This design comes from an exercise in tuning for small area and a short achievable clock period on the open sky130 flow, not from production work. In this exercise RTL edits were held to simulation tests only and were not proved equivalent to the original. Power and IR drop assume default switching activity.

--- flow/config.mk ---
export PLATFORM = sky130hd
export DESIGN_NAME = reservation_station
export DESIGN_NICKNAME = reservation_station
export VERILOG_FILES = /design/flow/design.v
export SDC_FILE = /design/flow/constraint.sdc
export NUM_CORES = 4
export LEC_CHECK = 0
export CAP_MARGIN = 20
export CORE_MARGIN = 2
export CORE_UTILIZATION = 40
export PLACE_DENSITY = 0.6
export SETUP_SLACK_MARGIN = 0.15
export SLEW_MARGIN = 20
--- flow/constraint.sdc ---
create_clock -name core_clock -period 4.5 [get_ports {clk}]
set_input_delay 0.9000 -clock core_clock [delete_from_list [all_inputs] [get_ports {clk}]]
set_output_delay 0.9000 -clock core_clock [all_outputs]
set_load 0.01 [all_outputs]
--- flow/design.v ---
module reservation_station #(
    parameter RS_SIZE = 8,
    parameter PR_BITS = 6,
    parameter ROB_SIZE = 16,
    parameter ROB_BITS = $clog2(ROB_SIZE)
)(
    input  logic clk,
    input  logic rst,
    input  logic                  dispatch_en,
    input  logic [PR_BITS-1:0]    src1,
    input  logic [PR_BITS-1:0]    src2,
    input  logic [PR_BITS-1:0]    dst,
    input  logic                  src1_ready,
    input  logic                  src2_ready,
    input  logic                  use_imm,
    input  logic [31:0]           imm,
    input  logic [ROB_BITS-1:0]   alloc_rob_idx,
    input  logic                  dispatch_is_branch,
    input  logic [31:0]           dispatch_pc,
    input logic [1:0] dispatch_br_type,
    input  logic                  wb_valid,
    input  logic [PR_BITS-1:0]    wb_phys,
    input  logic                  issue_grant,
    output logic [1:0] issue_br_type,
    output logic                  issue_valid,
    output logic [PR_BITS-1:0]    issue_src1,
    output logic [PR_BITS-1:0]    issue_src2,
    output logic [PR_BITS-1:0]    issue_dst,
    output logic                  issue_use_imm,
    output logic [31:0]           issue_imm,
    output logic                  issue_is_branch,
    output logic [31:0]           issue_pc,
    output logic [ROB_BITS-1:0]   issue_rob_idx,
    output logic [$clog2(RS_SIZE)-1:0] issue_idx,
    output logic                  rs_full
);
    logic [RS_SIZE-1:0]   rs_valid;
    logic [RS_SIZE-1:0]   rs_rdy1;
    logic [RS_SIZE-1:0]   rs_rdy2;
    logic [PR_BITS-1:0]   rs_s1      [RS_SIZE];
    logic [PR_BITS-1:0]   rs_s2      [RS_SIZE];
    logic [PR_BITS-1:0]   rs_d       [RS_SIZE];
    logic [RS_SIZE-1:0]   rs_use_imm;
    logic [31:0]          rs_imm     [RS_SIZE];
    logic [ROB_BITS-1:0]  rs_rob_idx [RS_SIZE];
    logic [RS_SIZE-1:0]   rs_is_branch;
    logic [31:0]          rs_pc      [RS_SIZE];
    logic [1:0]           rs_br_type [RS_SIZE];
    logic                       free_found;
    logic [$clog2(RS_SIZE)-1:0] free_idx;
    always_comb begin
        free_found = 1'b0;
        free_idx   = '0;
        for (int i = 0; i < RS_SIZE; i++) begin
            if (!free_found && !rs_valid[i]) begin
                free_found = 1'b1;
                free_idx   = i;
            end
        end
    end
always_ff @(posedge clk or posedge rst) begin
    if (rst) begin
        for (int i = 0; i < RS_SIZE; i++) begin
            rs_valid[i]     <= 1'b0;
            rs_rdy1[i]      <= 1'b0;
            rs_rdy2[i]      <= 1'b0;
            rs_s1[i]        <= '0;
            rs_s2[i]        <= '0;
            rs_d[i]         <= '0;
            rs_use_imm[i]   <= 1'b0;
            rs_imm[i]       <= '0;
            rs_rob_idx[i]   <= '0;
            rs_is_branch[i] <= 1'b0;
            rs_pc[i]        <= '0;
            rs_br_type[i]   <= '0;
        end
    end else begin
        if (wb_valid) begin
            for (int i = 0; i < RS_SIZE; i++) begin
                if (rs_valid[i]) begin
                    if (rs_s1[i] == wb_phys && rs_s1[i] != 0)
                        rs_rdy1[i] <= 1'b1;
                    if (rs_s2[i] == wb_phys && rs_s2[i] != 0)
                        rs_rdy2[i] <= 1'b1;
                end
            end
        end
        if (dispatch_en && dst != 0) begin
            for (int i = 0; i < RS_SIZE; i++) begin
                if (free_found && free_idx == i) begin
                    rs_valid[i]     <= 1'b1;
                    rs_rdy1[i]      <= src1_ready || (src1 == 0);
                    rs_rdy2[i]      <= src2_ready || (src2 == 0);
                    rs_s1[i]        <= src1;
                    rs_s2[i]        <= src2;
                    rs_d[i]         <= dst;
                    rs_use_imm[i]   <= use_imm;
                    rs_imm[i]       <= imm;
                    rs_rob_idx[i]   <= alloc_rob_idx;
                    rs_is_branch[i] <= dispatch_is_branch;
                    rs_pc[i]        <= dispatch_pc;
                    rs_br_type[i]   <= dispatch_br_type;
                end
            end
        end
        if (issue_valid && issue_grant) begin
            for (int i = 0; i < RS_SIZE; i++) begin
                if (issue_idx == i)
                    rs_valid[i] <= 1'b0;
            end
        end
    end
end
always_comb begin
    issue_valid      = 1'b0;
    issue_idx        = '0;
    issue_src1       = '0;
    issue_src2       = '0;
    issue_dst        = '0;
    issue_use_imm    = 1'b0;
    issue_imm        = '0;
    issue_pc         = '0;
    issue_rob_idx    = '0;
    issue_is_branch  = 1'b0;
    issue_br_type    = 2'b00;
    rs_full = 1'b1;
    for (int i = 0; i < RS_SIZE; i++) begin
        if (!rs_valid[i])
            rs_full = 1'b0;
        if (!issue_valid &&
            rs_valid[i] &&
            rs_rdy1[i] &&
            rs_rdy2[i]) begin
            issue_valid     = 1'b1;
            issue_idx       = i;
            issue_src1      = rs_s1[i];
            issue_src2      = rs_s2[i];
            issue_dst       = rs_d[i];
            issue_use_imm   = rs_use_imm[i];
            issue_imm       = rs_imm[i];
            issue_pc        = rs_pc[i];
            issue_rob_idx   = rs_rob_idx[i];
            issue_is_branch = rs_is_branch[i];
            issue_br_type   = rs_br_type[i];
        end
    end
end
endmodule
--- flow/run.sh ---
#!/bin/bash
# synth_recipe.tcl (not shown) runs the flow's synth.tcl, then flattens the netlist and writes it again
# the make line also repeats each setting of config.mk as NAME=value (left out here)
make -C /OpenROAD-flow-scripts/flow DESIGN_CONFIG=/design/flow/config.mk WORK_HOME=/design/flow/orfs CLKGATE_MAP_FILE= SYNTH_SCRIPT=/design/flow/synth_recipe.tcl finish
==> metrics.yaml, run 1 <==
logic_synthesis:
  synth-edff-count: 0
  synthesis.yosys.warnings: 8
  synth_area_leader_cell: "dfrtp_1"
  synth_cells: 3361
  synthArstFlopShare: 1.00
  synth_nets: 3464
  syn_area_per_cell_sq_um: 10.5
  ys_types: 58
  yosys-top-cells-area: "dfrtp_1, mux2_2, nand2_1"
  syn_area_sq_um: 35200
  ys_seq_area_frac: 0.529
  yosysTopAreaCellShare: 0.529
  synth_ff_type: "dfrtp_1"
  ys_ff_latch: 744
clocking:
  tritoncts: "built"
  clk_path_buf_depth: 3
  numClockSinks: 744
  cts_hold_buf: 0
  cts_htree_levels: 3
  clk_pin_slew_ps: 60
  clock_latency_ps: 650
  cts_root_buf: "clkbuf_16"
  cts_buffers: 82
grt:
  grt_max_degree: 106
  grt_pass1_vias: 27100
  antenna_found_initial: 5
  grt_pass1_wl_mm: 176
  grt-ovfl-total: 0
  track_usage: 0.254
timing:
  slew_headroom: 0.234
  finalHoldViolations: 0
  max_freq_mhz: 231
  setup_tns_ps: 0
  rsz0062_at_grt: "true"
  timing.final.ws_setup_ps: 179
  skew_ps: 27.4
  finalCriticalPeriod_ps: 4320
  slew_violations: 0
  setup_viol: 0
  post-route-period-util: 0.960
  worst_pin_slew_ps: 1150
drt:
  detail_route.vias_per_cell: 5.76
  route.detailed.drc: 0
  post_drt_wl_per_cell_um: 24.5
  postRouteAntennaNets: 0
  vias: 27400
  first_pass_iters: 5
  drt_iter0_drc: 2484
  routed_wl_mm: 116
pwr:
  p_leak_nw: 19.1
  ir_drop_uv: 510
  p_per_area_nw_per_um2: 762
place:
  place.gp.congestion: 0.853
  dp_hpwl_mm: 68.3
  io_buffers: 197
  dp_slack_ps: 491
hold_path:
  hp-class: "reg -> reg"
  hold-path-cell-count: 2
  min_to: "rs_pc[7][11]"
  min_from: "rs_pc[7][11]"
critical_path:
  reg2reg_slack_ps: 1260
  r2r_start: "rs_valid[5]"
  cpMaxStageDelayCell: "clkdlybuf4s50_1"
  critical_path_class: "reg -> out"
  cp.required_ps: 3600
  crit_path_max_incr_delay_ps: 630
  cp_max_fo: 81
  crit_buf_inv: 2
  r2r_end: "rs_pc[5][10]"
  cp_cell_sequence: "and3_4 -> buf_12 -> nand3_1 -> a21oi_1 -> a211oi_1 -> o31ai_1 -> clkdlybuf4s50_1"
  reg2reg_depth: 5
  crit_path_end_kind: "primary output"
  crit_family: "buffers and inverters"
  arrival_ps: 3420
  worst_setup_path_start_kind: "flip-flop"
floorplanning:
  row_count: 108
  ios: 198
  dieWidth_um: 301
  die_h_um: 301
  core_sq_um: 87000
  die_area_sq_um: 90500
  start_util: 0.405
final_layout:
  fillerInstances: 7986
  syn_to_final_growth_pct: 20.1
  final_cell_mix: "dfrtp_1, nand2_1, mux2_2"
  layout_commonest_cell: "dfrtp_1"
  nets: 3633
  drive_above_1_share: 0.241
flow_run:
  maxCapViolCount: 0
outcome:
  status: "finished clean"
-- area by class of cell --
class                   count  area (sq um)  share of cell area
clock buffers             123          2440              0.0576
clock inverters            24           315             0.00745
well taps                1155          1450              0.0342
diodes                      2          5.00            0.000118
multi-input cells        2350         15800               0.372
inverters                   7          30.0            0.000710
flip-flops and latches    744         18600               0.440
repair buffers            345          3700              0.0874
-- worst reg2reg max path, cell delays in order (launching register included) --
cell and delay, ps:
dfrtp_1 440, nand2b_1 180, a21oi_1 820, o311a_4 890
buf_4 460, mux2_4 340
-- routing by layer --
layer	share of wire	global-route usage	routed length, um	up-vias
met4	0.026	0.0750	2970	6
met1	0.44	0.359	51100	14100
met5	0.00033	0	38	-
li1	-	-	-	12100
met3	0.066	0.0402	7630	189
met2	0.47	0.404	54500	999
-- repair_timing --
item	in CTS	in global routing
pin swaps	1	2
gates cloned	2	3
buffers inserted	8	14
gates resized for setup	28	46
endpoints found under the setup margin	89	90
-- Yosys cell counts (5+ instances only) --
library cell,instances
a2111oi_0,55
a211oi_1,9
a21oi_1,318
a221oi_1,10
a22oi_1,18
and3_1,9
buf_1,19
buf_2,49
buf_4,11
buf_6,11
clkbuf_1,170
dfrtp_1,744
inv_1,7
mux2_1,5
mux2_2,457
mux2_4,78
mux2i_1,9
nand2_1,684
nand2b_1,10
nand3_1,133
nand4_1,16
nor2_1,161
nor3_1,11
o21ai_0,159
o21ai_1,14
o22ai_1,38
o31ai_1,7
o32a_1,11
or4_1,15
xnor2_1,58
xor2_1,22
-- sequential cells by signal, indices dropped and copies added (netlist names) --
signal and count:
rs_br_type 16, rs_rob_idx 32, rs_pc 256, rs_is_branch 8, rs_use_imm 8, rs_valid 8
rs_rdy1 8, rs_imm 256, rs_d 48, rs_rdy2 8, rs_s2 48, rs_s1 48
-- logic make-up (layout without fill, tap and decap cells) --
logic type	after synthesis	count (layout)	synth area share
simple gates	1058	1058	0.125
flops	744	744	0.529
compound gates	663	663	0.110
mux	549	549	0.183
buf+inv	267	499	0.0337
xor+xnor	80	80	0.0199
other cells	0	2	0
-- stage by stage --
step / std cells / util / hold slack [ps] / power (mW) / area (sq um)
2_1_floorplan: 3361 / - / 439 / 18.5 / 35200
3_3_place_gp: 4573 / 0.448 / 449 / 24.5 / 39000
3_5_place_dp: 4573 / 0.448 / 455 / 24.7 / 39000
4_1_cts: 4730 / 0.482 / 467 / 31.9 / 42000
5_1_grt: 4749 / 0.486 / 479 / 33.9 / 42300
6_report: 4750 / 0.486 / 465 / 32.2 / 42300
-- where the power goes --
group	switching [mW]	internal, mW	total (mW)
Clock	2.81	4.09	6.90
Sequential	1.63	9.17	10.8
Combinational	7.67	6.89	14.6
-- worst max-delay path by stage --
stage	to	cells after the start	from
CTS	issue_br_type[0]	8	rs_valid[3]
detailed placement	issue_imm[5]	8	rs_valid[0]
global placement	issue_imm[5]	8	rs_valid[0]
floorplan	rs_br_type[0][0]	1	rst
global route	issue_imm[22]	8	rs_valid[4]
finish	issue_pc[21]	7	rs_valid[2]
==> inputs of run 2 (changes only) <==
==> flow/design.v (replaced) <==
module reservation_station #(
    parameter RS_SIZE = 8,
    parameter PR_BITS = 6,
    parameter ROB_SIZE = 16,
    parameter ROB_BITS = $clog2(ROB_SIZE)
)(
    input  logic clk,
    input  logic rst,
    input  logic                  dispatch_en,
    input  logic [PR_BITS-1:0]    src1,
    input  logic [PR_BITS-1:0]    src2,
    input  logic [PR_BITS-1:0]    dst,
    input  logic                  src1_ready,
    input  logic                  src2_ready,
    input  logic                  use_imm,
    input  logic [31:0]           imm,
    input  logic [ROB_BITS-1:0]   alloc_rob_idx,
    input  logic                  dispatch_is_branch,
    input  logic [31:0]           dispatch_pc,
    input logic [1:0] dispatch_br_type,
    input  logic                  wb_valid,
    input  logic [PR_BITS-1:0]    wb_phys,
    input  logic                  issue_grant,
    output logic [1:0] issue_br_type,
    output logic                  issue_valid,
    output logic [PR_BITS-1:0]    issue_src1,
    output logic [PR_BITS-1:0]    issue_src2,
    output logic [PR_BITS-1:0]    issue_dst,
    output logic                  issue_use_imm,
    output logic [31:0]           issue_imm,
    output logic                  issue_is_branch,
    output logic [31:0]           issue_pc,
    output logic [ROB_BITS-1:0]   issue_rob_idx,
    output logic [$clog2(RS_SIZE)-1:0] issue_idx,
    output logic                  rs_full
);
    localparam int W = 3*PR_BITS + 1 + 32 + ROB_BITS + 1 + 32 + 2;
    logic [W-1:0] din;
    assign din = {src1, src2, dst, use_imm, imm, alloc_rob_idx,
                  dispatch_is_branch, dispatch_pc, dispatch_br_type};
    logic [RS_SIZE-1:0] rs_valid;
    logic [RS_SIZE-1:0] rs_rdy1;
    logic [RS_SIZE-1:0] rs_rdy2;
    logic [RS_SIZE-1:0] sel;
    logic [W-1:0] rs_data [RS_SIZE];
    always_ff @(posedge clk) begin
        for (int i = 0; i < RS_SIZE; i++)
            if (!rs_valid[i])
                rs_data[i] <= din;
    end
    logic [RS_SIZE-1:0] free_oh;
    always_comb begin
        logic all_lower;
        all_lower = 1'b1;
        for (int i = 0; i < RS_SIZE; i++) begin
            free_oh[i] = !rs_valid[i] && all_lower;
            all_lower  = all_lower && rs_valid[i];
        end
    end
    logic disp_ok;
    assign disp_ok = dispatch_en && (dst != '0);
    logic rdy1_in, rdy2_in;
    assign rdy1_in = src1_ready || (src1 == '0);
    assign rdy2_in = src2_ready || (src2 == '0);
    logic [RS_SIZE-1:0] valid_n, rdy1_n, rdy2_n, ready_n, sel_n;
    always_comb begin
        logic [PR_BITS-1:0] s1, s2;
        logic hit1, hit2, disp_i, any_lower;
        for (int i = 0; i < RS_SIZE; i++) begin
            s1 = rs_data[i][W-1 -: PR_BITS];
            s2 = rs_data[i][W-1-PR_BITS -: PR_BITS];
            hit1 = wb_valid && (s1 == wb_phys);
            hit2 = wb_valid && (s2 == wb_phys);
            disp_i = disp_ok && free_oh[i];
            valid_n[i] = disp_i || (rs_valid[i] && !(issue_grant && sel[i]));
            rdy1_n[i]  = rs_valid[i] ? (rs_rdy1[i] || hit1) : rdy1_in;
            rdy2_n[i]  = rs_valid[i] ? (rs_rdy2[i] || hit2) : rdy2_in;
            ready_n[i] = valid_n[i] && rdy1_n[i] && rdy2_n[i];
        end
        any_lower = 1'b0;
        for (int i = 0; i < RS_SIZE; i++) begin
            sel_n[i]  = ready_n[i] && !any_lower;
            any_lower = any_lower || ready_n[i];
        end
    end
    always_ff @(posedge clk or posedge rst) begin
        if (rst) begin
            rs_valid <= '0;
            sel      <= '0;
        end else begin
            rs_valid <= valid_n;
            sel      <= sel_n;
        end
    end
    always_ff @(posedge clk) begin
        rs_rdy1 <= rdy1_n;
        rs_rdy2 <= rdy2_n;
    end
    logic [W-1:0] dout;
    always_comb begin
        dout = '0;
        for (int i = 0; i < RS_SIZE; i++)
            dout = dout | ({W{sel[i]}} & rs_data[i]);
    end
    assign {issue_src1, issue_src2, issue_dst, issue_use_imm, issue_imm, issue_rob_idx,
            issue_is_branch, issue_pc, issue_br_type} = dout;
    assign issue_valid = |sel;
    assign issue_idx   = {sel[4] | sel[5] | sel[6] | sel[7],
                          sel[2] | sel[3] | sel[6] | sel[7],
                          sel[1] | sel[3] | sel[5] | sel[7]};
    assign rs_full     = &rs_valid;
endmodule
==> metrics.yaml, run 2 <==
hold_path:
  hp-class: "reg -> reg"
place:
  dp_hpwl_mm: 39.9  # -42%
  place.gp.congestion: 0.884  # +3.7%
  post_dp_cell_area_sq_um: 30900  # -21%
  io_buffers: 197  # unchanged
  dp_slack_ps: 830  # +339 ps
drt:
  post_drt_wl_per_cell_um: 27.2  # +11%
  detail_route.vias_per_cell: 5.76  # about the same
  routed_wl_mm: 74.7  # -36%
  drt_iter0_drc: 1635  # -34%
  first_pass_iters: 5  # unchanged
  route.detailed.drc: 0  # unchanged
  postRouteAntennaNets: 0  # unchanged
  vias: 15800  # -42%
pwr:
  ir_drop_uv: 503  # -1.4%
  p_per_area_nw_per_um2: 767  # +0.58%
  p_leak_nw: 10.7  # -44%
clocking:
  numClockSinks: 752  # +1.1%
  clock_latency_ps: 610  # -40 ps
  cts-resized-gates: 0  # -100%
  cts_htree_levels: 3  # unchanged
  post-cts-setup-buffers: 0  # -8
  tritoncts: "built"
  cts_root_buf: "clkbuf_16"
  cts_hold_buf: 0  # unchanged
  clk_pin_slew_ps: 60  # about the same
  clk_path_buf_depth: 3  # unchanged
  cts_buffers: 76  # -7.3%
logic_synthesis:
  syn_area_per_cell_sq_um: 18.1  # +72%
  synth_most_common_cell: "edfxtp_1"
  synth_ff_type: "edfxtp_1"
  syn_area_sq_um: 27700  # -21%
  ys_types: 43  # -26%
  yosys-top-cells-area: "edfxtp_1, a22oi_1, nand4_1"
  synthTopCellsByCount: "edfxtp_1, a22oi_1, nand4_1"
  synth_area_leader_cell: "edfxtp_1"
  synth_cells: 1535  # -54%
  ys_seq_area_frac: 0.805  # +0.277
  synthArstFlopShare: 0.0213  # -0.979
  yosysTopAreaCellShare: 0.780  # +0.251
  synth_nets: 1638  # -53%
  ys_ff_latch: 752  # +1.1%
  synth-edff-count: 720  # +720
  synthesis.yosys.warnings: 2  # -6
final_layout:
  final_cell_mix: "edfxtp_1, a22oi_1, clkdlybuf4s50_1"
  drive_above_1_share: 0.0884  # -0.153
  layout_commonest_cell: "edfxtp_1"
  largest_reg_flops: 720
  top_register: "rs_data"
  syn_to_final_growth_pct: 20.1  # about the same
  nets: 1854  # -49%
  fillerInstances: 5683  # -29%
  final_area_sq_um: 33300  # -21%
grt:
  track_usage: 0.207  # -0.0470
  grt_max_degree: 61  # -42%
  antenna_found_initial: 9  # +4
  grt_pass1_wl_mm: 108  # -38%
  grt_pass1_vias: 16000  # -41%
  grt-ovfl-total: 0  # unchanged
critical_path:
  arrival_ps: 3130  # -290 ps
  cp_max_fo: 49  # -40%
  cp.required_ps: 3600  # about the same
  crit_buf_inv: 2  # unchanged
  crit_path_end_kind: "primary output"
  crit_path_max_incr_delay_ps: 1080  # +450 ps
  cpMaxStageDelayCell: "dfrtp_4"
  crit_family: "flip-flops"
  critical_path_class: "reg -> out"
  worst_setup_path_start_kind: "flip-flop"
  cp_cell_sequence: "buf_4 -> a22oi_1 -> nand4_1 -> clkdlybuf4s50_1"
timing:
  finalHoldViolations: 0  # unchanged
  skew_ps: 16.7  # -10.7 ps
  setup_tns_ps: 0  # unchanged
  slew_violations: 0  # unchanged
  whs_ps: 501  # +35.9 ps
  max_freq_mhz: 248  # +7.3%
  worst_pin_slew_ps: 1120  # -26.7 ps
  finalCriticalPeriod_ps: 4030  # -295 ps
  rsz0062_at_grt: "false"
  setup_viol: 0  # unchanged
  timing.final.ws_setup_ps: 474  # +295 ps
  slew_headroom: 0.252  # +0.0178
  post-route-period-util: 0.895  # -0.0655
floorplanning:
  start_util: 0.404  # about the same
  dieWidth_um: 267  # -11%
  die_h_um: 267  # -11%
  row_count: 96  # -11%
  die_area_sq_um: 71500  # -21%
  core_sq_um: 68600  # -21%
  ios: 198  # unchanged
flow_run:
  maxCapViolCount: 0  # unchanged
outcome:
  status: "finished clean"
run 2: cell types whose count changed after synthesis, moves of 159 or more:
cell      delta
a21oi_1    -314
a22oi_1    +342
dfrtp_1    -728
edfxtp_1   +720
mux2_2     -457
nand2_1    -667
o21ai_0    -159
run 2: stage by stage:
stage | cells | util | power (mW)
6_report | 2742 | 0.486 | 25.5
3_5_place_dp | 2604 | 0.451 | 19.7
2_1_floorplan | 1535 | - | 15.1
4_1_cts | 2740 | 0.485 | 25.8
3_3_place_gp | 2604 | 0.451 | 19.6
5_1_grt | 2741 | 0.485 | 26.6
run 2: cells by family (layout without fill, tap and decap cells):
| group | after synthesis | in the layout | synth area share |
|---|---|---|---|
| flops | 752 | 752 | 0.805 |
| compound gates | 405 | 405 | 0.112 |
| simple gates | 173 | 173 | 0.0373 |
| buf+inv | 109 | 383 | 0.0153 |
| xor+xnor | 96 | 96 | 0.0303 |
| other cells | 0 | 2 | 0 |
run 2: final timing paths:
path                                   from                to  slack (ps)  cells past startpoint
worst min-delay path             rs_rdy1[5]        rs_rdy1[5]         500                      2
worst min register to register   rs_rdy1[5]        rs_rdy1[5]         500                      2
max in group asynchronous               rst            sel[2]        3270                      2
min in group asynchronous               rst       rs_valid[2]         700                      2
worst max register to register  rs_valid[7]            sel[7]        1480                      6
worst max-delay path                 sel[4]  issue_br_type[1]         470                      4
run 2: per-layer routing:
layer,global-route usage,share of wire,up-vias
li1,-,-,6828
met5,0,0.00094,-
met4,0.0501,0.014,12
met3,0.0409,0.071,87
met2,0.336,0.48,604
met1,0.289,0.43,8267
run 2: report_power, final:
part | internal (mW) | switching (mW)
Clock | 3.53 | 2.57
Combinational | 2.99 | 4.62
Sequential | 10.5 | 1.37
run 2: area by class of cell:
| cell class | instances | area (sq um) | area share |
|---|---|---|---|
| Sequential cell | 752 | 22400 | 0.672 |
| Multi-Input combinational cell | 674 | 4970 | 0.149 |
| Timing Repair Buffer | 235 | 2330 | 0.0700 |
| Clock buffer | 104 | 2120 | 0.0637 |
| Tap cell | 931 | 1160 | 0.0350 |
| Clock inverter | 32 | 269 | 0.00808 |
| Inverter | 12 | 65.1 | 0.00195 |
| Antenna cell | 2 | 5.00 | 0.000150 |
run 2: worst reg2reg max path, cell delays in order, from the launching register on:
cell      delay [ps]
dfrtp_1          450
inv_4            530
buf_4            960
nor2_1           200
a2111o_1         450
a31oi_1          160
and4b_1          200
==> inputs of run 3 (changes only) <==
--- a/flow/config.mk
+++ b/flow/config.mk
@@ -11,3 +11,3 @@
 export PLACE_DENSITY = 0.6
-export SETUP_SLACK_MARGIN = 0.15
+export SETUP_SLACK_MARGIN = 2.2
 export SLEW_MARGIN = 20
==> metrics.yaml, run 3 <==
logic_synthesis:
  syn_area_sq_um: 27700  # unchanged
  yosysTopAreaCellShare: 0.780  # unchanged
  synth_most_common_cell: "edfxtp_1"
  synth_ff_type: "edfxtp_1"
  synth_cells: 1535  # unchanged
  synth-edff-count: 720  # unchanged
  synthesis.yosys.warnings: 2  # unchanged
  ys_types: 43  # unchanged
  ys_ff_latch: 752  # unchanged
  yosys-top-cells-area: "edfxtp_1, a22oi_1, nand4_1"
  synthArstFlopShare: 0.0213  # unchanged
  synth_nets: 1638  # unchanged
  syn_area_per_cell_sq_um: 18.1  # unchanged
  synth_area_leader_cell: "edfxtp_1"
  synthTopCellsByCount: "edfxtp_1, a22oi_1, nand4_1"
  ys_seq_area_frac: 0.805  # unchanged
critical_path:
  cp_max_fo: 8  # -84%
  cp_cell_sequence: "buf_12 -> buf_12 -> buf_16 -> a22oi_2 -> nand4_1 -> buf_2"
  crit_path_max_incr_delay_ps: 530  # -550 ps
  cpMaxStageDelayCell: "dfrtp_4"
  crit_path_end_kind: "primary output"
  arrival_ps: 2150  # -980 ps
  cp.required_ps: 3600  # about the same
  critical_path_class: "reg -> out"
  crit_top_cell: "buf_12"
  worst_setup_path_start_kind: "flip-flop"
grt:
  grt_max_degree: 94  # +54%
  grt_pass1_wl_mm: 122  # +12%
  grt_pass1_vias: 17000  # +6.4%
  track_usage: 0.239  # +0.0316
  antenna_found_initial: 9  # unchanged
  grt-ovfl-total: 0  # unchanged
drt:
  routed_wl_mm: 87.4  # +17%
  vias: 17100  # +8.3%
  post_drt_wl_per_cell_um: 30.2  # +11%
  drt_iter0_drc: 2138  # +31%
  postRouteAntennaNets: 0  # unchanged
  route.detailed.drc: 0  # unchanged
  first_pass_iters: 5  # unchanged
  detail_route.vias_per_cell: 5.91  # +2.5%
floorplanning:
  die_h_um: 267  # unchanged
  ios: 198  # unchanged
  die_area_sq_um: 71500  # unchanged
  dieWidth_um: 267  # unchanged
  row_count: 96  # unchanged
  start_util: 0.404  # unchanged
  core_sq_um: 68600  # unchanged
timing:
  rsz0062_at_grt: "true"
  worst_pin_slew_ps: 1070  # -51.9 ps
  timing.final.ws_setup_ps: 1450  # +974 ps
  setup_tns_ps: 0  # unchanged
  setup_viol: 0  # unchanged
  slew_headroom: 0.283  # +0.0307
  finalHoldViolations: 0  # unchanged
  post-route-period-util: 0.678  # -0.217
  max_freq_mhz: 328  # +32%
  finalCriticalPeriod_ps: 3050  # -974 ps
  whs_ps: 519  # +18.2 ps
  slew_violations: 0  # unchanged
  skew_ps: 33.7  # +16.9 ps
clocking:
  cts_root_buf: "clkbuf_16"
  clk_pin_slew_ps: 60  # about the same
  numClockSinks: 752  # unchanged
  tritoncts: "built"
  clock_latency_ps: 640  # +30 ps
  cts_buffers: 80  # +5.3%
  cts_htree_levels: 3  # unchanged
  clk_path_buf_depth: 3  # unchanged
  cts_hold_buf: 0  # unchanged
pwr:
  p_leak_nw: 12.2  # +14%
  ir_drop_uv: 434  # -14%
  p_per_area_nw_per_um2: 769  # +0.34%
place:
  io_buffers: 197  # unchanged
  dp_hpwl_mm: 39.7  # -0.32%
  dp_slack_ps: 828  # -2.01 ps
  place.gp.congestion: 0.886  # +0.17%
final_layout:
  top_register: "rs_data"
  drive_above_1_share: 0.327  # +0.238
  antennaDiodeCount: 0  # -2
  final_cell_mix: "edfxtp_1, a22oi_1, a22oi_2"
  syn_to_final_growth_pct: 32.3
  layout_commonest_cell: "edfxtp_1"
  nets: 2005  # +8.1%
  largest_reg_flops: 720  # unchanged
flow_run:
  maxCapViolCount: 0  # unchanged
hold_path:
  hp-class: "reg -> reg"
outcome:
  status: "finished clean"
run 3: area by class of cell:
class / count / area (sq um)
flip-flops and latches: 752 / 22400
clock inverters: 34 / 343
fillers: 5318 / 31900
well taps: 931 / 1160
inverters: 12 / 75.1
clock buffers: 111 / 2280
repair inverters: 2 / 12.5
multi-input cells: 674 / 6130
repair buffers: 380 / 4300
run 3: timing repair:
action,in CTS,in global routing
cloned,19,10
resized for setup,669,155
endpoints found under the setup margin,382,153
buffers inserted,98,15
pin swaps,68,98
run 3: report_power, final:
group,internal [mW],switching [mW]
sequential,10.5,0.998
clock,3.93,2.63
combinational,3.94,6.24
total,18.4,9.86
run 3: per-layer routing:
| layer | track usage | vias up | wire length (um) |
|---|---|---|---|
| met1 | 0.331 | 8875 | 36200 |
| met2 | 0.375 | 888 | 40900 |
| met5 | 0 | - | 92 |
| li1 | - | 7159 | - |
| met3 | 0.0554 | 170 | 7930 |
| met4 | 0.0753 | 12 | 2280 |
run 3: kinds of logic after synthesis:
| family | share of synthesized area |
|---|---|
| and+or+nand+nor | 0.0373 |
| xor gates and xnor gates | 0.0303 |
| DFF | 0.805 |
| AOI/OAI and AO/OA | 0.112 |
| buffers and inverters | 0.0153 |
run 3: stage by stage:
stage	instance area, sq um	power (mW)	std cells	util
3_3_place_gp	31000	19.7	2609	0.452
3_5_place_dp	31000	19.8	2609	0.452
4_1_cts	35800	27.5	2871	0.522
5_1_grt	36700	29.3	2896	0.535
6_report	36700	28.2	2896	0.535
2_1_floorplan	27800	15.0	1535	-
run 3: final timing paths:
check | from | to | slack (ps) | cells after the start
worst max-delay path | sel[3] | issue_pc[11] | 1450 | 6
worst min-delay path | rs_rdy1[7] | rs_rdy1[7] | 520 | 2
worst max register to register | sel[3] | sel[7] | 2220 | 11
worst min register to register | rs_rdy1[7] | rs_rdy1[7] | 520 | 2
max in group asynchronous | rst | sel[2] | 3190 | 2
min in group asynchronous | rst | sel[3] | 710 | 2
run 3: worst max-delay path, delay by kind of cell (launching register included):
family,cells,cell delay [ps]
buffers and inverters,4,630
AND/OR/NAND/NOR,1,170
AO/OA/AOI/OAI,1,160
flip-flops,1,530
==> inputs of run 4 (changes only) <==
--- a/flow/design.v
+++ b/flow/design.v
@@ -44,2 +44,5 @@
     logic [RS_SIZE-1:0] sel;
+    assign sel = sel_d[0];
+    localparam int NDUP = 3;
+    logic [RS_SIZE-1:0] sel_d [NDUP];
     logic [W-1:0] rs_data [RS_SIZE];
@@ -85,2 +88,20 @@
     end
+    logic [RS_SIZE-1:0] sel_nd [NDUP];
+    always_comb begin
+        logic [RS_SIZE-1:0] rk;
+        logic lower;
+        for (int k = 0; k < NDUP; k++) begin
+            for (int i = 0; i < RS_SIZE; i++)
+                case (k)
+                    0: rk[i] = (valid_n[i] && rdy1_n[i]) && rdy2_n[i];
+                    1: rk[i] = valid_n[i] && (rdy1_n[i] && rdy2_n[i]);
+                    default: rk[i] = (valid_n[i] && rdy2_n[i]) && rdy1_n[i];
+                endcase
+            lower = 1'b0;
+            for (int i = 0; i < RS_SIZE; i++) begin
+                sel_nd[k][i] = rk[i] && !lower;
+                lower = lower || rk[i];
+            end
+        end
+    end
     always_ff @(posedge clk or posedge rst) begin
@@ -88,6 +109,6 @@
             rs_valid <= '0;
-            sel      <= '0;
+            for (int k = 0; k < NDUP; k++) sel_d[k] <= '0;
         end else begin
             rs_valid <= valid_n;
-            sel      <= sel_n;
+            for (int k = 0; k < NDUP; k++) sel_d[k] <= sel_nd[k];
         end
@@ -102,3 +123,4 @@
         for (int i = 0; i < RS_SIZE; i++)
-            dout = dout | ({W{sel[i]}} & rs_data[i]);
+            for (int b = 0; b < W; b++)
+                dout[b] = dout[b] | (sel_d[b % NDUP][i] & rs_data[i][b]);
     end
==> metrics.yaml, run 4 <==
final_layout:
  layout_commonest_cell: "edfxtp_1"
  top_regs: "rs_data: 720 flops, sel_d: 24 flops"
  drive_above_1_share: 0.334  # +0.00695
  regArea_sq_um: 22800  # +1.9%
  largest_reg_flops: 720  # unchanged
  final_cell_mix: "edfxtp_1, a22oi_1, a22oi_2"
  syn_to_final_growth_pct: 30.7
  final_area_sq_um: 36900  # +0.69%
  multi_input_area_sq_um: 6280  # +2.4%
  top_register: "rs_data"
  nets: 2060  # +2.7%
  post-route-util: 0.528  # -0.00741
  fillerInstances: 5585  # +5.0%
  fin_cells: 2963  # +2.3%
logic_synthesis:
  synthArstFlopShare: 0.0417  # +0.0204
  syn_area_sq_um: 28300  # +1.9%
  ys_seq_area_frac: 0.805  # about the same
  synth_ff_type: "edfxtp_1"
  ys_ff_latch: 768  # +2.1%
  synthesis.yosys.warnings: 4  # +2
  synth_most_common_cell: "edfxtp_1"
  ys_types: 46  # +7.0%
  synthTopCellsByCount: "edfxtp_1, a22oi_1, nand4_1"
  synth_area_leader_cell: "edfxtp_1"
  syn_area_per_cell_sq_um: 18.0  # -0.39%
  synth_cells: 1570  # +2.3%
  synth-edff-count: 720  # unchanged
  yosys-top-cells-area: "edfxtp_1, a22oi_1, dfrtp_1"
  yosysTopAreaCellShare: 0.765  # -0.0144
  synth_nets: 1673  # +2.1%
place:
  dp_hpwl_mm: 43.9  # +10%
  post_dp_cell_area_sq_um: 31500  # +1.7%
  dpl.cell_count: 2668  # +2.3%
  dp_slack_ps: 698  # -130 ps
  place.gp.congestion: 0.877  # -0.99%
  io_buffers: 197  # unchanged
floorplanning:
  start_util: 0.404  # -0.000881
  die_area_sq_um: 72800  # +1.9%
  dieWidth_um: 270  # +0.92%
  ios: 198  # unchanged
  row_count: 97  # +1.0%
  core_sq_um: 70000  # +2.1%
  die_h_um: 270  # +0.92%
clocking:
  cts_buffers: 80  # unchanged
  tritoncts: "built"
  numClockSinks: 768  # +2.1%
  clk_path_buf_depth: 3  # unchanged
  cts_root_buf: "clkbuf_16"
  cts_htree_levels: 3  # unchanged
  clk_pin_slew_ps: 60  # about the same
  clock_latency_ps: 640  # about the same
  cts_hold_buf: 0  # unchanged
timing:
  whs_ps: 433  # -85.3 ps
  post-route-period-util: 0.674  # -0.00452
  finalCriticalPeriod_ps: 3030  # -20.4 ps
  slew_violations: 0  # unchanged
  setup_tns_ps: 0  # unchanged
  rsz0062_at_grt: "true"
  finalHoldViolations: 0  # unchanged
  max_freq_mhz: 330  # +0.67%
  worst_pin_slew_ps: 729  # -341 ps
  setup_viol: 0  # unchanged
  slew_headroom: 0.514  # +0.231
  timing.final.ws_setup_ps: 1470  # +20.4 ps
  skew_ps: 26.2  # -7.46 ps
critical_path:
  crit_path_end_kind: "primary output"
  cp_max_fo: 7  # -1
  cp.required_ps: 3600  # about the same
  critical_path_class: "reg -> out"
  arrival_ps: 2130  # -20 ps
  crit_path_max_incr_delay_ps: 610  # +80 ps
  worst_setup_path_start_kind: "flip-flop"
  cp_cell_sequence: "buf_12 -> or4_1 -> buf_2"
  cpMaxStageDelayCell: "dfrtp_4"
drt:
  postRouteAntennaNets: 0  # unchanged
  drt_iter0_drc: 1648  # -23%
  route.detailed.drc: 0  # unchanged
  vias: 17000  # -0.90%
  detail_route.vias_per_cell: 5.72  # -3.1%
  routed_wl_mm: 82.8  # -5.2%
  post_drt_wl_per_cell_um: 28.0  # -7.4%
  first_pass_iters: 5  # unchanged
pwr:
  swShare: 0.348  # -0.00132
  p_per_area_nw_per_um2: 744  # -3.3%
  pwr-share-clk: 0.234  # about the same
  p_sw_mw: 9.57  # -3.0%
  combPwrFrac: 0.342  # -0.019
  power_mw: 27.5  # -2.6%
  p_int_mw: 17.9  # -2.4%
  ir_drop_uv: 536  # +24%
  sequentialPowerShare: 0.424  # +0.017
  p_leak_nw: 12.4  # +1.2%
grt:
  grt_max_degree: 58  # -38%
  grt-ovfl-total: 0  # unchanged
  track_usage: 0.218  # -0.0207
  grt_pass1_vias: 17300  # +1.7%
  grt_pass1_wl_mm: 117  # -4.2%
  antenna_found_initial: 9  # unchanged
flow_run:
  maxCapViolCount: 0  # unchanged
hold_path:
  hp-class: "in -> async"
outcome:
  status: "finished clean"
-- run 4: changes by cell type in the layout (fill, tap and decap cells not counted), sizes merged, moves of 5 or more --
cell,before,now
a21boi,5,0
buf,275,288
clkbuf,126,119
clkinv,23,36
dfrtp,16,32
diode,0,6
nand2,17,10
nor2,17,29
nor4b,0,6
o21ai,0,5
xnor2,48,57
xor2,48,39
-- run 4: worst max-delay path: cells and delay by family (launching register included) --
kind                   cells  cell delay (ps)
buffers and inverters      2              350
flip-flops                 1              610
AND/OR/NAND/NOR            1              520
-- run 4: timing repair --
action,4_1_cts,5_1_grt
endpoints found under the setup margin,353,173
resized for setup,635,256
gates cloned,11,8
pin swaps,80,88
buffers inserted,78,50
-- run 4: layout make-up --
class	count	share of cell area
timing repair inverter	3	0.000542
tap	940	0.0318
clock inverter	44	0.0129
antenna	6	0.000406
multi-input combinational	691	0.170
timing repair buffer	396	0.108
clock buffer	98	0.0566
inverter	17	0.00254
sequential	768	0.617
-- run 4: path summary, 6_finish.rpt --
kind | start | end | slack (ps) | cells after the start
hold / removal | rst | sel_d[0][4] | 430 | 2
setup / recovery | sel_d[0][2] | issue_idx[1] | 1470 | 3
hold reg to reg | rs_rdy2[6] | rs_rdy2[6] | 510 | 2
min in group core_clock | dst[2] | rs_data[2][74] | 450 | 1
max in group asynchronous | rst | sel_d[1][7] | 3450 | 3
setup reg to reg | rs_data[4][88] | sel_d[1][6] | 2240 | 7
-- run 4: power by group through the flow --
stage / registers [mW] / logic, mW / clock network (mW)
CTS: 11.5 / 8.65 / 6.52
floorplan: 11.3 / 3.78 / 0
global route: 11.8 / 9.94 / 6.81
finish: 11.7 / 9.39 / 6.44
detailed placement: 11.8 / 7.80 / 0
global placement: 11.7 / 7.79 / 0
-- run 4: metal layers --
layer	wire [um]	track usage	up-vias	share of wire
met2	39600	0.353	639	0.48
li1	-	-	7294	-
met3	6190	0.0554	178	0.075
met1	34000	0.285	8831	0.41
met5	57	0	-	0.00069
met4	2930	0.0823	8	0.035
-- run 4: cells by family (layout without fill, tap and decap cells) --
kind of cell    after synthesis  in the layout  share of synthesized area
flops                       768            768                      0.805
xor+xnor                     96             96                     0.0298
buf+inv                     112            558                     0.0161
compound gates              408            408                      0.110
other cells                   0              6                          0
simple gates                186            187                     0.0393
==> inputs of run 5 (changes only) <==
--- a/flow/config.mk
+++ b/flow/config.mk
@@ -11,3 +11,3 @@
 export PLACE_DENSITY = 0.6
-export SETUP_SLACK_MARGIN = 2.2
+export SETUP_SLACK_MARGIN = 1.6
 export SLEW_MARGIN = 20
==> metrics.yaml, run 5 <==
floorplanning:
  die_area_sq_um: 72800  # unchanged
  start_util: 0.404  # unchanged
  dieWidth_um: 270  # unchanged
  ios: 198  # unchanged
  die_h_um: 270  # unchanged
  row_count: 97  # unchanged
  core_sq_um: 70000  # unchanged
timing:
  slew_violations: 0  # unchanged
  max_freq_mhz: 331  # +0.19%
  finalHoldViolations: 0  # unchanged
  slew_headroom: 0.265  # -0.249
  rsz0062_at_grt: "true"
  worst_pin_slew_ps: 1100  # +373 ps
  skew_ps: 23.7  # -2.46 ps
  setup_tns_ps: 0  # unchanged
  setup_viol: 0  # unchanged
  post-route-period-util: 0.672  # -0.00127
  finalCriticalPeriod_ps: 3030  # -5.71 ps
drt:
  detail_route.vias_per_cell: 5.77  # +0.87%
  routed_wl_mm: 81.0  # -2.2%
  route.detailed.drc: 0  # unchanged
  postRouteAntennaNets: 0  # unchanged
  vias: 16700  # -1.6%
  first_pass_iters: 5  # unchanged
  post_drt_wl_per_cell_um: 28.0  # +0.32%
  drt_iter0_drc: 1613  # -2.1%
logic_synthesis:
  ys_types: 46  # unchanged
  synthAdderAreaFrac: 0  # unchanged
  synth_top_family_by_area: "compound AO/OA/AOI/OAI gates"
  synth_ff_type: "edfxtp_1"
  synthesis.yosys.warnings: 4  # unchanged
  synth_simple_gate_area_frac: 0.0393  # unchanged
  synth_cells: 1570  # unchanged
  synthTopCellsByCount: "edfxtp_1, a22oi_1, nand4_1"
  synth-edff-count: 720  # unchanged
  yosysTopAreaCellShare: 0.765  # unchanged
  ys_ff_latch: 768  # unchanged
  synth_nets: 1673  # unchanged
  synth_most_common_cell: "edfxtp_1"
  synth_compound_area_frac: 0.110  # unchanged
  synth_area_leader_cell: "edfxtp_1"
  syn_area_per_cell_sq_um: 18.0  # unchanged
  synthXorXnorAreaFrac: 0.0298  # unchanged
  ys_seq_area_frac: 0.805  # unchanged
  synth.mux.area_fraction: 0  # unchanged
  yosys-top-cells-area: "edfxtp_1, a22oi_1, dfrtp_1"
  synthArstFlopShare: 0.0417  # unchanged
  syn_area_sq_um: 28300  # unchanged
final_layout:
  largest_reg_flops: 720  # unchanged
  top_regs: "rs_data: 720 flops, sel_d: 24 flops"
  layout_commonest_cell: "edfxtp_1"
  post-route-util: 0.508  # -0.0199
  drive_above_1_share: 0.242  # -0.0919
  final_cell_mix: "edfxtp_1, a22oi_1, nand4_1"
  nets: 1993  # -3.3%
  top_register: "rs_data"
  syn_to_final_growth_pct: 25.8
  fin_cells: 2889  # -2.5%
place:
  io_buffers: 197  # unchanged
  place.gp.congestion: 0.840  # -4.2%
  dpl.cell_count: 2658  # -0.37%
  dp_hpwl_mm: 42.3  # -3.5%
critical_path:
  cp_max_fo: 3  # -4
  r2r_start: "rs_valid[5]"
  arrival_ps: 2130  # about the same
  critical_path_class: "reg -> out"
  crit_path_end: "issue_valid"
  reg2reg_depth: 5  # -2
  r2r_end: "sel_d[1][7]"
  worst_setup_path_start_kind: "flip-flop"
  reg2reg_slack_ps: 1830  # -410 ps
  cp.required_ps: 3600  # about the same
  startpoint: "sel_d[0][5]"
  crit_path_end_kind: "primary output"
grt:
  grt_pass1_vias: 16800  # -2.8%
  track_usage: 0.219  # +0.000809
  antenna_found_initial: 10  # +1
  grt-ovfl-total: 0  # unchanged
  grt_pass1_wl_mm: 117  # +0.24%
  grt_max_degree: 61  # +5.2%
pwr:
  power_mw: 26.3  # -4.3%
  p_leak_nw: 11.9  # -4.1%
  p_per_area_nw_per_um2: 740  # -0.53%
  ir_drop_uv: 522  # -2.6%
clocking:
  clk_pin_slew_ps: 60  # about the same
  cts_root_buf: "clkbuf_16"
  cts_htree_levels: 3  # unchanged
  cts_buffers: 80  # unchanged
  clk_path_buf_depth: 3  # unchanged
  tritoncts: "built"
  clock_latency_ps: 640  # about the same
  cts_hold_buf: 0  # unchanged
  numClockSinks: 768  # unchanged
hold_path:
  hp-class: "reg -> reg"
outcome:
  status: "finished clean"
flow_run:
  maxCapViolCount: 0  # unchanged
## run 5: cell counts after synthesis
No cell type changed its count.
## run 5: stage by stage
step / setup slack [ps] / hold WS (ps) / area, sq um
after floorplan: 1420 / 447 / 28300
after global placement: 779 / 463 / 31400
after detailed placement: 719 / 469 / 31400
after CTS: 1420 / 465 / 35100
after global routing: 1430 / 486 / 35500
final: 1470 / 487 / 35600
## run 5: layer usage
layer  global-route usage  wire length (um)
met5                    0                90
met4               0.0566              1850
met3               0.0572              6240
met2                0.356             39000
met1                0.294             33800
## run 5: cell type report
cell class / instances / area, sq um
Antenna cell: 1 / 2.50
Timing Repair Buffer: 333 / 3460
Fill cell: 5695 / 34500
Clock buffer: 104 / 2100
Tap cell: 940 / 1180
Clock inverter: 36 / 364
Sequential cell: 768 / 22800
Inverter: 17 / 93.8
Multi-Input combinational cell: 690 / 5540
## run 5: repair_timing
action,CTS,global route
pin swaps,32,29
resized for setup,435,135
cloned,6,2
buffers inserted,72,10
setup endpoints to repair,113,90
## run 5: worst min-delay path by stage
stage,from,to,depth (start not counted)
6_report,rs_rdy2[7],rs_rdy2[7],2
2_1_floorplan,rs_rdy1[7],rs_rdy1[7],2
4_1_cts,rst,rs_valid[5],2
3_3_place_gp,rs_rdy1[6],rs_rdy1[6],2
3_5_place_dp,rs_rdy1[7],rs_rdy1[7],2
5_1_grt,rst,rs_valid[5],2
## run 5: logic make-up (layout without fill, tap and decap cells)
logic type / Yosys count / after routing
simple gates: 186 / 186
compound gates: 408 / 408
other cells: 0 / 1
xor+xnor: 96 / 96
flops: 768 / 768
buf+inv: 112 / 490
## run 5: worst max-delay path, stage by stage (launching register included)
cell and delay [ps]:
dfrtp_4 530, buf_12 150, or4_4 510, nand2b_4 160
buf_6 130
## run 5: power breakdown
| part | total [mW] | internal, mW | switching, mW |
|---|---|---|---|
| clock | 6.25 | 3.51 | 2.74 |
| combinational | 8.49 | 3.10 | 5.38 |
| sequential | 11.6 | 10.6 | 0.956 |
==> inputs of run 6 (changes only) <==
==> flow/flow/run.sh (new file) <==
#!/bin/bash
# Standard ORFS layout, with plain buffers on the ports instead of the
# delay-cell buffers that buffer_ports picks by default.
set -euo pipefail
EXTRA=()
[[ -f flow/extra.mk ]] && while IFS= read -r l; do [[ -n "$l" ]] && EXTRA+=("$l"); done < flow/extra.mk
bash standard.sh "BUFFER_PORTS_ARGS=-buffer_cell sky130_fd_sc_hd__buf_1" "${EXTRA[@]}" finish > flow_standard.log 2>&1
==> flow/flow/extra.mk (new file) <==
==> flow/standard.sh (new file) <==
#!/bin/bash
# synth_recipe.tcl (not shown) runs the flow's synth.tcl, then flattens the netlist and writes it again
# the make line also repeats each setting of config.mk as NAME=value (left out here)
make -C /OpenROAD-flow-scripts/flow DESIGN_CONFIG=/design/flow/config.mk WORK_HOME=/design/flow/orfs CLKGATE_MAP_FILE= SYNTH_SCRIPT=/design/flow/synth_recipe.tcl "${@:-finish}"
removed: flow/run.sh
==> metrics.yaml, run 6 <==
outcome:
  status: "finished clean"
place:
  dpl.cell_count: 2662  # +0.15%
  dp_hpwl_mm: 43.9  # +3.7%
  place.gp.congestion: 0.874  # +4.0%
  io_buffers: 197  # unchanged
  post_dp_cell_area_sq_um: 30300  # -3.8%
grt:
  grt_pass1_wl_mm: 115  # -1.8%
  track_usage: 0.216  # -0.00351
  grt_max_degree: 64  # +4.9%
  antenna_found_initial: 6  # -4
  grt-ovfl-total: 0  # unchanged
  grt_pass1_vias: 16500  # -2.3%
logic_synthesis:
  ys_types: 46  # unchanged
  synth_area_leader_cell: "edfxtp_1"
  syn_area_sq_um: 28300  # unchanged
  synthArstFlopShare: 0.0417  # unchanged
  ys_seq_area_frac: 0.805  # unchanged
  synth-edff-count: 720  # unchanged
  synthTopCellsByCount: "edfxtp_1, a22oi_1, nand4_1"
  yosysTopAreaCellShare: 0.765  # unchanged
  synthesis.yosys.warnings: 4  # unchanged
  ys_ff_latch: 768  # unchanged
  synth_ff_type: "edfxtp_1"
  yosys-top-cells-area: "edfxtp_1, a22oi_1, dfrtp_1"
  synth_nets: 1673  # unchanged
  synth_cells: 1570  # unchanged
  syn_area_per_cell_sq_um: 18.0  # unchanged
  synth_most_common_cell: "edfxtp_1"
final_layout:
  fillerInstances: 5849  # +2.7%
  nets: 1996  # +0.15%
  largest_reg_flops: 720  # unchanged
  layout_commonest_cell: "edfxtp_1"
  final_cell_mix: "edfxtp_1, a22oi_1, buf_1"
  syn_to_final_growth_pct: 22.4
  final_area_sq_um: 34600  # -2.7%
  top_register: "rs_data"
  post-route-util: 0.494  # -0.0136
  drive_above_1_share: 0.197  # -0.0446
  fin_cells: 2898  # +0.31%
  antennaDiodeCount: 0  # -1
  top_regs: "rs_data: 720 flops, sel_d: 24 flops"
pwr:
  p_leak_nw: 11.3  # -4.9%
  ir_drop_uv: 442  # -15%
  p_per_area_nw_per_um2: 755  # +2.0%
drt:
  drt_iter0_drc: 1770  # +9.7%
  detail_route.vias_per_cell: 5.76  # -0.14%
  postRouteAntennaNets: 0  # unchanged
  post_drt_wl_per_cell_um: 27.9  # -0.42%
  routed_wl_mm: 80.9  # -0.11%
  route.detailed.drc: 0  # unchanged
  vias: 16700  # +0.17%
  first_pass_iters: 5  # unchanged
timing:
  finalCriticalPeriod_ps: 2940  # -86.3 ps
  worst_pin_slew_ps: 1010  # -94.4 ps
  slew_violations: 0  # unchanged
  max_freq_mhz: 340  # +2.9%
  setup_viol: 0  # unchanged
  rsz0062_at_grt: "true"
  setup_tns_ps: 0  # unchanged
  post-route-period-util: 0.653  # -0.0192
  slew_headroom: 0.328  # +0.0629
  skew_ps: 30.7  # +6.94 ps
  finalHoldViolations: 0  # unchanged
clocking:
  cts_root_buf: "clkbuf_16"
  cts_buffers: 81  # +1.3%
  tritoncts: "built"
  clk_pin_slew_ps: 70  # about the same
  numClockSinks: 768  # unchanged
  clk_path_buf_depth: 3  # unchanged
  cts_htree_levels: 3  # unchanged
  clock_latency_ps: 650  # about the same
critical_path:
  crit_path_end_kind: "primary output"
  worst_setup_path_start_kind: "flip-flop"
  arrival_ps: 2040  # -90 ps
  critical_path_class: "reg -> out"
  cp.required_ps: 3600  # about the same
  cp_max_fo: 7  # +4
floorplanning:
  core_sq_um: 70000  # unchanged
  row_count: 97  # unchanged
  die_area_sq_um: 72800  # unchanged
  start_util: 0.404  # unchanged
  ios: 198  # unchanged
  dieWidth_um: 270  # unchanged
  die_h_um: 270  # unchanged
flow_run:
  maxCapViolCount: 0  # unchanged
hold_path:
  hp-class: "in -> async"
==> run 6: cell counts after synthesis <==
No cell type changed its count.
==> run 6: routing by layer <==
| layer | GRT usage | part of all wire | vias to the layer above |
|---|---|---|---|
| met4 | 0.0623 | 0.023 | 12 |
| li1 | - | - | 7166 |
| met3 | 0.0549 | 0.079 | 136 |
| met1 | 0.295 | 0.42 | 8696 |
| met5 | 0 | 0.00094 | - |
| met2 | 0.342 | 0.48 | 689 |
==> run 6: layout make-up <==
class / instances / area [sq um] / share of cell area
timing repair buffer: 334 / 2510 / 0.0727
clock inverter: 49 / 556 / 0.0161
clock buffer: 99 / 2090 / 0.0605
multi-input combinational: 690 / 5340 / 0.154
tap: 940 / 1180 / 0.0340
inverter: 17 / 93.8 / 0.00271
sequential: 768 / 22800 / 0.659
timing repair inverter: 1 / 5.00 / 0.000145
==> run 6: worst paths after layout <==
path,from,slack (ps),end,cells past startpoint
worst min-delay path,rst,340,rs_valid[2],3
worst max-delay path,sel_d[0][3],1560,issue_idx[1],3
max in group asynchronous,rst,3800,sel_d[1][7],3
min in group core_clock,rs_rdy2[7],480,rs_rdy2[7],2
worst max register to register,rs_valid[2],1650,sel_d[1][5],7
worst min register to register,rs_rdy2[7],480,rs_rdy2[7],2
==> run 6: kinds of logic after synthesis <==
logic type / after synthesis / share of synthesized area
compound gates: 408 / 0.110
simple gates: 186 / 0.0393
xor+xnor: 96 / 0.0298
buf+inv: 112 / 0.0161
flops: 768 / 0.805
==> run 6: what timing repair did <==
action | 4_1_cts | 5_1_grt
pin swaps | 11 | 22
endpoints found under the setup margin | 110 | 69
buffers inserted | 64 | 17
cloned | 4 | 3
hold buffers | 0 | 0
gates resized for setup | 84 | 103
==> run 6: metrics by stage <==
step	power, mW	setup slack (ps)	hold slack [ps]
final	26.1	1560	343
after global routing	27.2	1520	358
after floorplan	15.1	1420	447
after CTS	25.9	1500	312
after detailed placement	18.4	937	468
after global placement	18.3	1040	468
==> run 6: where the power goes <==
group	switching (mW)	total [mW]	internal [mW]
Sequential	0.994	11.6	10.6
Combinational	5.24	7.88	2.64
Clock	2.78	6.65	3.87
==> run 6: critical path, stage by stage (launching register included) <==
cell and delay, ps:
dfrtp_4 560, buf_12 180, or4_4 520, buf_6 140
==> inputs of run 7 (changes only) <==
==> flow/flow/extra.mk (replaced) <==
CTS_ARGS=-sink_clustering_enable -repair_clock_nets -dont_use_dummy_load
--- a/flow/config.mk
+++ b/flow/config.mk
@@ -9,4 +9,4 @@
 export CORE_MARGIN = 2
-export CORE_UTILIZATION = 40
-export PLACE_DENSITY = 0.6
+export CORE_UTILIZATION = 65
+export PLACE_DENSITY = 0.75
 export SETUP_SLACK_MARGIN = 1.6
==> metrics.yaml, run 7 <==
logic_synthesis:
  ys_seq_area_frac: 0.805  # unchanged
  syn_area_per_cell_sq_um: 18.0  # unchanged
  synthesis.yosys.warnings: 4  # unchanged
  synth_nets: 1673  # unchanged
  synth_cells: 1570  # unchanged
  synth_area_leader_cell: "edfxtp_1"
  synthArstFlopShare: 0.0417  # unchanged
  synth-edff-count: 720  # unchanged
  synth_top_family_by_area: "compound AO/OA/AOI/OAI gates"
  ys_types: 46  # unchanged
  syn_area_sq_um: 28300  # unchanged
  synth_ff_type: "edfxtp_1"
  synthXorXnorAreaFrac: 0.0298  # unchanged
  synth_compound_area_frac: 0.110  # unchanged
  synthAdderAreaFrac: 0  # unchanged
  yosys-top-cells-area: "edfxtp_1, a22oi_1, dfrtp_1"
  yosysTopAreaCellShare: 0.765  # unchanged
  synthTopCellsByCount: "edfxtp_1, a22oi_1, nand4_1"
  synth.mux.area_fraction: 0  # unchanged
  synth_simple_gate_area_frac: 0.0393  # unchanged
  synth_most_common_cell: "edfxtp_1"
  ys_ff_latch: 768  # unchanged
critical_path:
  r2r_end: "sel_d[2][7]"
  reg2reg_depth: 6  # -1
  crit_family: "flip-flops"
  r2r_start: "rs_valid[5]"
  critical_path_class: "reg -> out"
  crit_path_end_kind: "primary output"
  cp_max_fo: 16  # +9
  crit_buf_inv: 2  # unchanged
  worst_setup_path_start_kind: "flip-flop"
  reg2reg_slack_ps: 1730  # +80 ps
  crit_path_max_incr_delay_ps: 630  # +70 ps
  cpMaxStageDelayCell: "dfrtp_4"
  cp.required_ps: 3600  # about the same
  cp_cell_sequence: "buf_16 -> a22oi_1 -> nand4_1 -> buf_1"
  arrival_ps: 1980  # -60 ps
timing:
  skew_ps: 34.5  # +3.79 ps
  post-route-period-util: 0.639  # -0.0141
  max_freq_mhz: 348  # +2.2%
  timing.final.ws_setup_ps: 1620  # +63.4 ps
  setup_viol: 0  # unchanged
  rsz0062_at_grt: "true"
  finalCriticalPeriod_ps: 2880  # -63.4 ps
  worst_pin_slew_ps: 1050  # +45.3 ps
  finalHoldViolations: 0  # unchanged
  slew_violations: 0  # unchanged
  slew_headroom: 0.298  # -0.0302
  setup_tns_ps: 0  # unchanged
grt:
  grt_max_degree: 59  # -7.8%
  grt-ovfl-total: 0  # unchanged
  grt_pass1_vias: 16100  # -2.1%
  antenna_found_initial: 1  # -5
  track_usage: 0.317  # +0.101
  grt_pass1_wl_mm: 102  # -11%
pwr:
  power_mw: 23.4  # -10%
  ir_drop_uv: 608  # +37%
  swShare: 0.345  # -0.000485
  pwr-share-clk: 0.219  # -0.035
  p_per_area_nw_per_um2: 732  # -3.1%
  combPwrFrac: 0.271  # -0.031
  p_sw_mw: 8.07  # -11%
  p_leak_nw: 10.3  # -9.3%
  p_int_mw: 15.3  # -10%
  sequentialPowerShare: 0.510  # +0.066
final_layout:
  layout_commonest_cell: "edfxtp_1"
  largest_reg_flops: 720  # unchanged
  top_register: "rs_data"
  final_cell_mix: "edfxtp_1, a22oi_1, buf_1"
  drive_above_1_share: 0.106  # -0.0914
  syn_to_final_growth_pct: 13.1
  nets: 1912  # -4.2%
  top_regs: "rs_data: 720 flops, sel_d: 24 flops"
  fin_cells: 2395  # -17%
floorplanning:
  die_area_sq_um: 45200  # -38%
  start_util: 0.657  # +0.254
  row_count: 76  # -22%
  ios: 198  # unchanged
  die_h_um: 213  # -21%
  dieWidth_um: 213  # -21%
  core_sq_um: 43000  # -39%
drt:
  vias: 16300  # -2.2%
  postRouteAntennaNets: 0  # unchanged
  first_pass_iters: 5  # unchanged
  route.detailed.drc: 0  # unchanged
  detail_route.vias_per_cell: 6.82  # +18%
  routed_wl_mm: 71.5  # -12%
  post_drt_wl_per_cell_um: 29.8  # +6.8%
  drt_iter0_drc: 2065  # +17%
clocking:
  cts_htree_levels: 3  # unchanged
  tritoncts: "built"
  clk_pin_slew_ps: 60  # about the same
  cts_buffers: 73  # -9.9%
  cts_hold_buf: 0  # unchanged
  numClockSinks: 768  # unchanged
  clock_latency_ps: 590  # -60 ps
  cts_root_buf: "clkbuf_16"
  clk_path_buf_depth: 3  # unchanged
place:
  place.gp.congestion: 0.967  # +11%
  dp_slack_ps: 1110  # +177 ps
  io_buffers: 197  # unchanged
  dpl.cell_count: 2292  # -14%
  dp_hpwl_mm: 38.3  # -13%
outcome:
  status: "finished clean"
flow_run:
  maxCapViolCount: 0  # unchanged
hold_path:
  hp-class: "in -> async"
run 7: stage by stage:
stage	utilization	hold slack (ps)	cell area [sq um]
floorplan	-	447	28300
CTS	0.738	409	31700
finish	0.744	411	32000
global placement	0.690	463	29700
global route	0.744	437	32000
detailed placement	0.690	472	29700
run 7: power by group through the flow:
stage	combinational [mW]	sequential [mW]	clock [mW]
4_1_cts	6.07	12.0	5.18
5_1_grt	6.81	12.1	5.43
3_5_place_dp	5.80	12.2	0
3_3_place_gp	5.74	12.1	0
6_report	6.35	11.9	5.13
2_1_floorplan	3.78	11.3	0
run 7: kinds of logic (layout without fill, tap and decap cells):
logic type	count (synthesis)	count (layout)
buf+inv	112	349
other cells	0	3
flops	768	768
xor+xnor	96	96
simple gates	186	186
compound gates	408	408
run 7: tightest hold or removal path, delay by kind of cell:
kind                   cells  cell delay [ps]
buffers and inverters      3              520
run 7: per-layer routing:
| layer | vias to the layer above | routed length (um) | share of wire | track usage |
|---|---|---|---|---|
| li1 | 6919 | - | - | - |
| met1 | 8204 | 27300 | 0.38 | 0.451 |
| met2 | 1063 | 33700 | 0.47 | 0.495 |
| met3 | 142 | 8500 | 0.12 | 0.0703 |
| met4 | 0 | 1980 | 0.028 | 0.105 |
| met5 | - | 0 | 0 | 0 |
run 7: how the worst max path moves through the flow:
stage | slack (ps) | endpoint | from | cells after the start
finish | 1620 | issue_pc[17] | sel_d[1][3] | 4
global placement | 1110 | sel_d[2][5] | wb_phys[5] | 8
detailed placement | 1110 | sel_d[0][5] | wb_phys[5] | 8
floorplan | 1420 | rs_full | rs_valid[3] | 3
CTS | 1600 | issue_src2[3] | sel_d[0][6] | 4
global route | 1560 | sel_d[0][5] | dst[3] | 8
run 7: what timing repair did:
item | in CTS | in global routing
gates cloned | 1 | 0
setup endpoints to repair | 95 | 40
pin swaps | 0 | 0
endpoints found under the hold margin | 0 | 0
buffers inserted | 11 | 15
resized for setup | 35 | 9
run 7: final cells by class:
type	instances	area, sq um
Clock buffer	73	1830
Inverter	17	93.8
Fill cell	2574	11000
Tap cell	585	732
Timing Repair Buffer	258	1400
Sequential cell	768	22800
Multi-Input combinational cell	690	5080
Antenna cell	3	7.51
Timing Repair inverter	1	5.00

[port drivers added, routing unchanged]
The flow's constraints put no driver on any port. The routed layouts listed below were extracted and timed again, unchanged, in two steps.
Step 1: set_driving_cell puts a clkbuf_16 on clk and a buf_2 on each other input, an assumption about the parent block.
Step 2 also shifts input and output timing later by t, the mid clock arrival at the registers, as if the neighbouring blocks saw the same clock.
a / b / c = ideal / step 1 / step 2; a / b = the first two.
| run | shift t [ns] | setup slack, ns | latest minus earliest clock arrival (ns) | worst data-port slew with drivers (ns) |
|---|---|---|---|---|
| run 1 | 0.701 | 0.179 / 0.115 / 0.614 | 0.030 / 0.030 | 0.12 |
| run 2 | 0.667 | 0.474 / 0.414 / 0.764 | 0.019 / 0.019 | 0.09 |
| run 3 | 0.686 | 1.449 / 1.385 / 1.552 | 0.034 / 0.035 | 0.11 |
| run 4 | 0.688 | 1.469 / 1.410 / 1.378 | 0.028 / 0.028 | 0.12 |
| run 5 | 0.689 | 1.475 / 1.417 / 1.006 | 0.025 / 0.024 | 0.12 |
| run 6 | 0.688 | 1.561 / 1.503 / 0.977 | 0.037 / 0.038 | 0.10 |
| run 7 | 0.636 | 1.624 / 1.566 / 1.103 | 0.041 / 0.042 | 0.09 |
After both steps every run listed still meets setup and hold. For run 6, which loses most, drivers alone change the setup slack by -0.058 ns; drivers and shift together by -0.584 ns.
